From an optimization exercise on the open Yosys and OpenROAD flow, aimed at small area and a short achievable clock period; shortcuts taken in it are not production practice.
Where RTL was checked, it was by simulation tests only, not by an equivalence proof against the original.

==> run a <==
==> flow/design.v (excerpt) <==
module DOUBLY_PIPELINE(clk,xi,yi,r,ang,xf,yf);
input signed [15:0] xi,yi;
input clk;
output signed [15:0] r,ang;
output signed [15:0] xf,yf;
reg signed [15:0] xr, yr;
reg signed [15:0] a2,a3,a4,a5,a6,a7,a8;
reg signed [15:0] b2,b3,b4,b5,b6,b7;
reg        t2;
reg [1:0]  t3;
reg [2:0]  t4;
reg [3:0]  t5;
reg [4:0]  t6;
reg [5:0]  t7;
reg [5:0]  t8;
reg signed [15:0] x2,x3,x4,x5,x6,x7,x8;
reg signed [15:0] y2,y3,y4,y5,y6,y7,y8;
reg signed [15:0] r_q, xf_q, yf_q;
reg [13:0] ang_q;
reg svn2, svn3, svn4, svn5, svn6;         
reg dxn1, dxn2, dxn3, dxn4, dxn5, dxn6;   
wire [15:0] sc_r, sc_x, sc_y;
scale16 u_sr(.v(a8), .q(sc_r));
scale16 u_sx(.v(x8), .q(sc_x));
scale16 u_sy(.v(y8), .q(sc_y));
wire signed [15:0] a1, b1;
wire c_a1, c_b1;
add_skl16 u_a1(.a(xr), .b(yr), .cin(1'b0), .s(a1), .cout(c_a1));
add_skl16 u_b1(.a(yr), .b(~xr), .cin(1'b1), .s(b1), .cout(c_b1));
wire signed [15:0] sh_a2 = b1 >>> 1;
wire [15:0] n_a2; wire co_a2;
add_skl16 u_a2(.a(a1), .b(sh_a2 ^ {16{b1[15]}}), .cin(b1[15]), .s(n_a2), .cout(co_a2));
wire signed [15:0] sh_b2 = a1 >>> 1;
wire [15:0] n_b2; wire co_b2;
add_skl16 u_b2(.a(b1), .b(sh_b2 ^ {16{~b1[15]}}), .cin(~b1[15]), .s(n_b2), .cout(co_b2));
wire signed [15:0] sh_x2 = b1 >>> 1;
wire [15:0] n_x2; wire co_x2;
add_skl16 u_x2(.a(a1), .b(sh_x2 ^ {16{~dxn1}}), .cin(~dxn1), .s(n_x2), .cout(co_x2));
wire signed [15:0] sh_y2 = a1 >>> 1;
wire [15:0] n_y2; wire co_y2;
add_skl16 u_y2(.a(b1), .b(sh_y2 ^ {16{~t3[0]}}), .cin(~t3[0]), .s(n_y2), .cout(co_y2));
  ...
make LEC_CHECK=0 CAP_MARGIN=20 CORE_MARGIN=2 CORE_UTILIZATION=40 CTS_CLUSTER_DIAMETER=200 CTS_CLUSTER_SIZE=25 SLEW_MARGIN=20 finish   # period 22.0 ns
run.sh (not shown) runs the stock make flow with config.mk's settings and CLKGATE_MAP_FILE= SYNTH_SCRIPT=/design/flow/synth_recipe.tcl, a recipe that flattens the netlist after the stock synthesis.
==> run b: changes against run a <==
--- a/flow/design.v
+++ b/flow/design.v
@@ -39,77 +39,77 @@
 wire signed [15:0] sh_y2 = a1 >>> 1;
 wire [15:0] n_y2; wire co_y2;
 add_skl16 u_y2(.a(b1), .b(sh_y2 ^ {16{~t3[0]}}), .cin(~t3[0]), .s(n_y2), .cout(co_y2));
 wire signed [15:0] sh_a3 = b2 >>> 2;
 wire [15:0] n_a3; wire co_a3;
-add_skl12 u_a3(.a(a2), .b(sh_a3 ^ {16{b2[15]}}), .cin(b2[15]), .s(n_a3), .cout(co_a3));
+add_skl8 u_a3(.a(a2), .b(sh_a3 ^ {16{b2[15]}}), .cin(b2[15]), .s(n_a3), .cout(co_a3));
 wire signed [15:0] sh_b3 = a2 >>> 2;
 wire [15:0] n_b3; wire co_b3;
-add_skl12 u_b3(.a(b2), .b(sh_b3 ^ {16{svn2}}), .cin(svn2), .s(n_b3), .cout(co_b3));
+add_skl8 u_b3(.a(b2), .b(sh_b3 ^ {16{svn2}}), .cin(svn2), .s(n_b3), .cout(co_b3));
 wire signed [15:0] sh_a4 = b3 >>> 3;
 wire [15:0] n_a4; wire co_a4;
-add_skl12 u_a4(.a(a3), .b(sh_a4 ^ {16{b3[15]}}), .cin(b3[15]), .s(n_a4), .cout(co_a4));
+add_skl8 u_a4(.a(a3), .b(sh_a4 ^ {16{b3[15]}}), .cin(b3[15]), .s(n_a4), .cout(co_a4));
 wire signed [15:0] sh_b4 = a3 >>> 3;
 wire [15:0] n_b4; wire co_b4;
-add_skl12 u_b4(.a(b3), .b(sh_b4 ^ {16{svn3}}), .cin(svn3), .s(n_b4), .cout(co_b4));
+add_skl8 u_b4(.a(b3), .b(sh_b4 ^ {16{svn3}}), .cin(svn3), .s(n_b4), .cout(co_b4));
 wire signed [15:0] sh_a5 = b4 >>> 4;
 wire [15:0] n_a5; wire co_a5;
-add_skl12 u_a5(.a(a4), .b(sh_a5 ^ {16{b4[15]}}), .cin(b4[15]), .s(n_a5), .cout(co_a5));
+add_skl8 u_a5(.a(a4), .b(sh_a5 ^ {16{b4[15]}}), .cin(b4[15]), .s(n_a5), .cout(co_a5));
 wire signed [15:0] sh_b5 = a4 >>> 4;
 wire [15:0] n_b5; wire co_b5;
-add_skl12 u_b5(.a(b4), .b(sh_b5 ^ {16{svn4}}), .cin(svn4), .s(n_b5), .cout(co_b5));
+add_skl8 u_b5(.a(b4), .b(sh_b5 ^ {16{svn4}}), .cin(svn4), .s(n_b5), .cout(co_b5));
 wire signed [15:0] sh_a6 = b5 >>> 5;
 wire [15:0] n_a6; wire co_a6;
-add_skl12 u_a6(.a(a5), .b(sh_a6 ^ {16{b5[15]}}), .cin(b5[15]), .s(n_a6), .cout(co_a6));
+add_skl8 u_a6(.a(a5), .b(sh_a6 ^ {16{b5[15]}}), .cin(b5[15]), .s(n_a6), .cout(co_a6));
 wire signed [15:0] sh_b6 = a5 >>> 5;
 wire [15:0] n_b6; wire co_b6;
-add_skl12 u_b6(.a(b5), .b(sh_b6 ^ {16{svn5}}), .cin(svn5), .s(n_b6), .cout(co_b6));
+add_skl8 u_b6(.a(b5), .b(sh_b6 ^ {16{svn5}}), .cin(svn5), .s(n_b6), .cout(co_b6));
 wire signed [15:0] sh_a7 = b6 >>> 6;
 wire [15:0] n_a7; wire co_a7;
-add_skl12 u_a7(.a(a6), .b(sh_a7 ^ {16{b6[15]}}), .cin(b6[15]), .s(n_a7), .cout(co_a7));
+add_skl8 u_a7(.a(a6), .b(sh_a7 ^ {16{b6[15]}}), .cin(b6[15]), .s(n_a7), .cout(co_a7));
 wire signed [15:0] sh_b7 = a6 >>> 6;
 wire [15:0] n_b7; wire co_b7;
-add_skl12 u_b7(.a(b6), .b(sh_b7 ^ {16{svn6}}), .cin(svn6), .s(n_b7), .cout(co_b7));
+add_skl8 u_b7(.a(b6), .b(sh_b7 ^ {16{svn6}}), .cin(svn6), .s(n_b7), .cout(co_b7));
 wire signed [15:0] sh_a8 = b7 >>> 7;
 wire [15:0] n_a8; wire co_a8;
-add_skl12 u_a8(.a(a7), .b(sh_a8 ^ {16{b7[15]}}), .cin(b7[15]), .s(n_a8), .cout(co_a8));
+add_skl8 u_a8(.a(a7), .b(sh_a8 ^ {16{b7[15]}}), .cin(b7[15]), .s(n_a8), .cout(co_a8));
 wire signed [15:0] sh_x3 = y2 >>> 2;
 wire [15:0] n_x3; wire co_x3;
-add_skl12 u_x3(.a(x2), .b(sh_x3 ^ {16{~dxn2}}), .cin(~dxn2), .s(n_x3), .cout(co_x3));
+add_skl8 u_x3(.a(x2), .b(sh_x3 ^ {16{~dxn2}}), .cin(~dxn2), .s(n_x3), .cout(co_x3));
 wire signed [15:0] sh_y3 = x2 >>> 2;
 wire [15:0] n_y3; wire co_y3;
-add_skl12 u_y3(.a(y2), .b(sh_y3 ^ {16{~t4[1]}}), .cin(~t4[1]), .s(n_y3), .cout(co_y3));
+add_skl8 u_y3(.a(y2), .b(sh_y3 ^ {16{~t4[1]}}), .cin(~t4[1]), .s(n_y3), .cout(co_y3));
 wire signed [15:0] sh_x4 = y3 >>> 3;
 wire [15:0] n_x4; wire co_x4;
-add_skl12 u_x4(.a(x3), .b(sh_x4 ^ {16{~dxn3}}), .cin(~dxn3), .s(n_x4), .cout(co_x4));
+add_skl8 u_x4(.a(x3), .b(sh_x4 ^ {16{~dxn3}}), .cin(~dxn3), .s(n_x4), .cout(co_x4));
 wire signed [15:0] sh_y4 = x3 >>> 3;
 wire [15:0] n_y4; wire co_y4;
-add_skl12 u_y4(.a(y3), .b(sh_y4 ^ {16{~t5[2]}}), .cin(~t5[2]), .s(n_y4), .cout(co_y4));
+add_skl8 u_y4(.a(y3), .b(sh_y4 ^ {16{~t5[2]}}), .cin(~t5[2]), .s(n_y4), .cout(co_y4));
 wire signed [15:0] sh_x5 = y4 >>> 4;
 wire [15:0] n_x5; wire co_x5;
-add_skl12 u_x5(.a(x4), .b(sh_x5 ^ {16{~dxn4}}), .cin(~dxn4), .s(n_x5), .cout(co_x5));
+add_skl8 u_x5(.a(x4), .b(sh_x5 ^ {16{~dxn4}}), .cin(~dxn4), .s(n_x5), .cout(co_x5));
 wire signed [15:0] sh_y5 = x4 >>> 4;
 wire [15:0] n_y5; wire co_y5;
-add_skl12 u_y5(.a(y4), .b(sh_y5 ^ {16{~t6[3]}}), .cin(~t6[3]), .s(n_y5), .cout(co_y5));
+add_skl8 u_y5(.a(y4), .b(sh_y5 ^ {16{~t6[3]}}), .cin(~t6[3]), .s(n_y5), .cout(co_y5));
 wire signed [15:0] sh_x6 = y5 >>> 5;
 wire [15:0] n_x6; wire co_x6;
-add_skl12 u_x6(.a(x5), .b(sh_x6 ^ {16{~dxn5}}), .cin(~dxn5), .s(n_x6), .cout(co_x6));
+add_skl8 u_x6(.a(x5), .b(sh_x6 ^ {16{~dxn5}}), .cin(~dxn5), .s(n_x6), .cout(co_x6));
 wire signed [15:0] sh_y6 = x5 >>> 5;
 wire [15:0] n_y6; wire co_y6;
-add_skl12 u_y6(.a(y5), .b(sh_y6 ^ {16{~t7[4]}}), .cin(~t7[4]), .s(n_y6), .cout(co_y6));
+add_skl8 u_y6(.a(y5), .b(sh_y6 ^ {16{~t7[4]}}), .cin(~t7[4]), .s(n_y6), .cout(co_y6));
 wire signed [15:0] sh_x7 = y6 >>> 6;
 wire [15:0] n_x7; wire co_x7;
-add_skl12 u_x7(.a(x6), .b(sh_x7 ^ {16{~dxn6}}), .cin(~dxn6), .s(n_x7), .cout(co_x7));
+add_skl8 u_x7(.a(x6), .b(sh_x7 ^ {16{~dxn6}}), .cin(~dxn6), .s(n_x7), .cout(co_x7));
 wire signed [15:0] sh_y7 = x6 >>> 6;
 wire [15:0] n_y7; wire co_y7;
-add_skl12 u_y7(.a(y6), .b(sh_y7 ^ {16{~t8[5]}}), .cin(~t8[5]), .s(n_y7), .cout(co_y7));
+add_skl8 u_y7(.a(y6), .b(sh_y7 ^ {16{~t8[5]}}), .cin(~t8[5]), .s(n_y7), .cout(co_y7));
 wire signed [15:0] sh_x8 = y7 >>> 7;
 wire [15:0] n_x8; wire co_x8;
-add_skl12 u_x8(.a(x7), .b(sh_x8 ^ {16{1'b1}}), .cin(1'b1), .s(n_x8), .cout(co_x8));
+add_skl8 u_x8(.a(x7), .b(sh_x8 ^ {16{1'b1}}), .cin(1'b1), .s(n_x8), .cout(co_x8));
 wire signed [15:0] sh_y8 = x7 >>> 7;
 wire [15:0] n_y8; wire co_y8;
-add_skl12 u_y8(.a(y7), .b(sh_y8 ^ {16{1'b0}}), .cin(1'b0), .s(n_y8), .cout(co_y8));
+add_skl8 u_y8(.a(y7), .b(sh_y8 ^ {16{1'b0}}), .cin(1'b0), .s(n_y8), .cout(co_y8));
 wire [13:0] ang_half = 14'd4928 - (t8[0] ? 14'd2657 : 14'd0) - (t8[1] ? 14'd1404 : 14'd0)
                      - (t8[2] ? 14'd713 : 14'd0) - (t8[3] ? 14'd358 : 14'd0)
                      - (t8[4] ? 14'd179 : 14'd0) - (t8[5] ? 14'd89 : 14'd0);
 always @(posedge clk) begin
   xr <= xi;
@@ -154,53 +154,10 @@
 assign r = r_q;
 assign xf = xf_q;
 assign yf = yf_q;
 assign ang = {ang_q[13], ang_q, 1'b0};
 endmodule
-module add_skl12(input [15:0] a, b, input cin, output [15:0] s, output cout);
-wire [15:0] p = a ^ b; wire [15:0] g = a & b;
-wire gg0 = g[0] | (p[0] & cin);
-wire gg1 = g[2] | (p[2] & g[1]); wire pp1 = p[2] & p[1];
-wire gg2 = g[4] | (p[4] & g[3]); wire pp2 = p[4] & p[3];
-wire gg3 = g[6] | (p[6] & g[5]); wire pp3 = p[6] & p[5];
-wire gg4 = g[8] | (p[8] & g[7]); wire pp4 = p[8] & p[7];
-wire gg5 = g[10] | (p[10] & g[9]); wire pp5 = p[10] & p[9];
-wire gg6 = g[1] | (p[1] & gg0);
-wire gg7 = gg1 | (pp1 & gg0);
-wire gg8 = g[5] | (p[5] & gg2); wire pp8 = p[5] & pp2;
-wire gg9 = gg3 | (pp3 & gg2); wire pp9 = pp3 & pp2;
-wire gg10 = g[9] | (p[9] & gg4); wire pp10 = p[9] & pp4;
-wire gg11 = gg5 | (pp5 & gg4); wire pp11 = pp5 & pp4;
-wire gg12 = g[3] | (p[3] & gg7);
-wire gg13 = gg2 | (pp2 & gg7);
-wire gg14 = gg8 | (pp8 & gg7);
-wire gg15 = gg9 | (pp9 & gg7);
-wire gg16 = g[11] | (p[11] & gg11); wire pp16 = p[11] & pp11;
-wire gg17 = g[7] | (p[7] & gg15);
-wire gg18 = gg4 | (pp4 & gg15);
-wire gg19 = gg10 | (pp10 & gg15);
-wire gg20 = gg11 | (pp11 & gg15);
-wire gg21 = gg16 | (pp16 & gg15);
-assign s[0] = p[0] ^ cin;
-assign s[1] = p[1] ^ gg0;
-assign s[2] = p[2] ^ gg6;
-assign s[3] = p[3] ^ gg7;
-assign s[4] = p[4] ^ gg12;
-assign s[5] = p[5] ^ gg13;
-assign s[6] = p[6] ^ gg14;
-assign s[7] = p[7] ^ gg15;
-assign s[8] = p[8] ^ gg17;
-assign s[9] = p[9] ^ gg18;
-assign s[10] = p[10] ^ gg19;
-assign s[11] = p[11] ^ gg20;
-wire [16:12] c; assign c[12] = gg21;
-assign s[12] = a[12]^b[12]^c[12]; assign c[13] = (a[12]&b[12]) | (c[12]&(a[12]^b[12]));
-assign s[13] = a[13]^b[13]^c[13]; assign c[14] = (a[13]&b[13]) | (c[13]&(a[13]^b[13]));
-assign s[14] = a[14]^b[14]^c[14]; assign c[15] = (a[14]&b[14]) | (c[14]&(a[14]^b[14]));
-assign s[15] = a[15]^b[15]^c[15]; assign c[16] = (a[15]&b[15]) | (c[15]&(a[15]^b[15]));
-assign cout = c[16];
-endmodule
 module add_skl16(input [15:0] a, b, input cin, output [15:0] s, output cout);
 wire [15:0] p = a ^ b; wire [15:0] g = a & b;
 wire gg0 = g[0] | (p[0] & cin);
 wire gg1 = g[2] | (p[2] & g[1]); wire pp1 = p[2] & p[1];
 wire gg2 = g[4] | (p[4] & g[3]); wire pp2 = p[4] & p[3];
@@ -250,10 +207,44 @@
 assign s[13] = p[13] ^ gg29;
 assign s[14] = p[14] ^ gg30;
 assign s[15] = p[15] ^ gg31;
 assign cout = gg32;
 endmodule
+module add_skl8(input [15:0] a, b, input cin, output [15:0] s, output cout);
+wire [15:0] p = a ^ b; wire [15:0] g = a & b;
+wire gg0 = g[0] | (p[0] & cin);
+wire gg1 = g[2] | (p[2] & g[1]); wire pp1 = p[2] & p[1];
+wire gg2 = g[4] | (p[4] & g[3]); wire pp2 = p[4] & p[3];
+wire gg3 = g[6] | (p[6] & g[5]); wire pp3 = p[6] & p[5];
+wire gg4 = g[1] | (p[1] & gg0);
+wire gg5 = gg1 | (pp1 & gg0);
+wire gg6 = g[5] | (p[5] & gg2); wire pp6 = p[5] & pp2;
+wire gg7 = gg3 | (pp3 & gg2); wire pp7 = pp3 & pp2;
+wire gg8 = g[3] | (p[3] & gg5);
+wire gg9 = gg2 | (pp2 & gg5);
+wire gg10 = gg6 | (pp6 & gg5);
+wire gg11 = gg7 | (pp7 & gg5);
+wire gg12 = g[7] | (p[7] & gg11);
+assign s[0] = p[0] ^ cin;
+assign s[1] = p[1] ^ gg0;
+assign s[2] = p[2] ^ gg4;
+assign s[3] = p[3] ^ gg5;
+assign s[4] = p[4] ^ gg8;
+assign s[5] = p[5] ^ gg9;
+assign s[6] = p[6] ^ gg10;
+assign s[7] = p[7] ^ gg11;
+wire [16:8] c; assign c[8] = gg12;
+assign s[8] = a[8]^b[8]^c[8]; assign c[9] = (a[8]&b[8]) | (c[8]&(a[8]^b[8]));
+assign s[9] = a[9]^b[9]^c[9]; assign c[10] = (a[9]&b[9]) | (c[9]&(a[9]^b[9]));
+assign s[10] = a[10]^b[10]^c[10]; assign c[11] = (a[10]&b[10]) | (c[10]&(a[10]^b[10]));
+assign s[11] = a[11]^b[11]^c[11]; assign c[12] = (a[11]&b[11]) | (c[11]&(a[11]^b[11]));
+assign s[12] = a[12]^b[12]^c[12]; assign c[13] = (a[12]&b[12]) | (c[12]&(a[12]^b[12]));
+assign s[13] = a[13]^b[13]^c[13]; assign c[14] = (a[13]&b[13]) | (c[13]&(a[13]^b[13]));
+assign s[14] = a[14]^b[14]^c[14]; assign c[15] = (a[14]&b[14]) | (c[14]&(a[14]^b[14]));
+assign s[15] = a[15]^b[15]^c[15]; assign c[16] = (a[15]&b[15]) | (c[15]&(a[15]^b[15]));
+assign cout = c[16];
+endmodule
 module scale16(input [15:0] v, output [15:0] q);
 wire [15:0] nv = ~v;
 wire fs0 = v[13] ^ v[7]; wire fc0 = v[13] & v[7];
 wire fs1 = v[14] ^ v[8] ^ v[5]; wire fc1 = (v[14] & v[8]) | (v[14] & v[5]) | (v[8] & v[5]);
 wire fs2 = nv[12] ^ nv[10]; wire fc2 = nv[12] & nv[10];
==> notes <==
Run b completed with no timing, DRC or antenna violations. Run a finished with timing, DRC and antenna clean. Against run a, the critical path depth of run b is higher by 18. Die area: run b is smaller than run a (4.2%). In run b the maximum frequency is smaller than in run a, by about 2.3%. Of run b and run a, run b has the higher clock-buffer cell count (gap 2). Of run a and run b, run a has the higher cell area (gap about 4.3%, measured against run b).
The RTL of run a was laid out without a check of its function.

## what the ideal ports hide
The flow's constraints put no driver on any port. The routed layouts listed below were extracted and timed again, unchanged, in two steps.
Step 1 (the two cells are an assumption about what drives the block):
set clk [get_ports {clk}]
set_driving_cell -lib_cell sky130_fd_sc_hd__clkbuf_16 $clk
set_driving_cell -lib_cell sky130_fd_sc_hd__buf_2 [delete_from_list [all_inputs] $clk]
Step 2 times the ports against the registers' clock, not the clock port: input delays grow and output delays shrink by t, the midpoint of the rising clock arrivals with the driver on.
Three values: ideal, step 1, step 2; two values: the first two.
run | t (ns) | setup WS [ns] | worst data-port slew with drivers (ns)
run a | 0.678 | 16.043 / 15.978 / 16.425 | 0.03
run b | 0.653 | 15.905 / 15.905 / 15.905 | 0.05
After both steps every run listed still meets setup and hold.
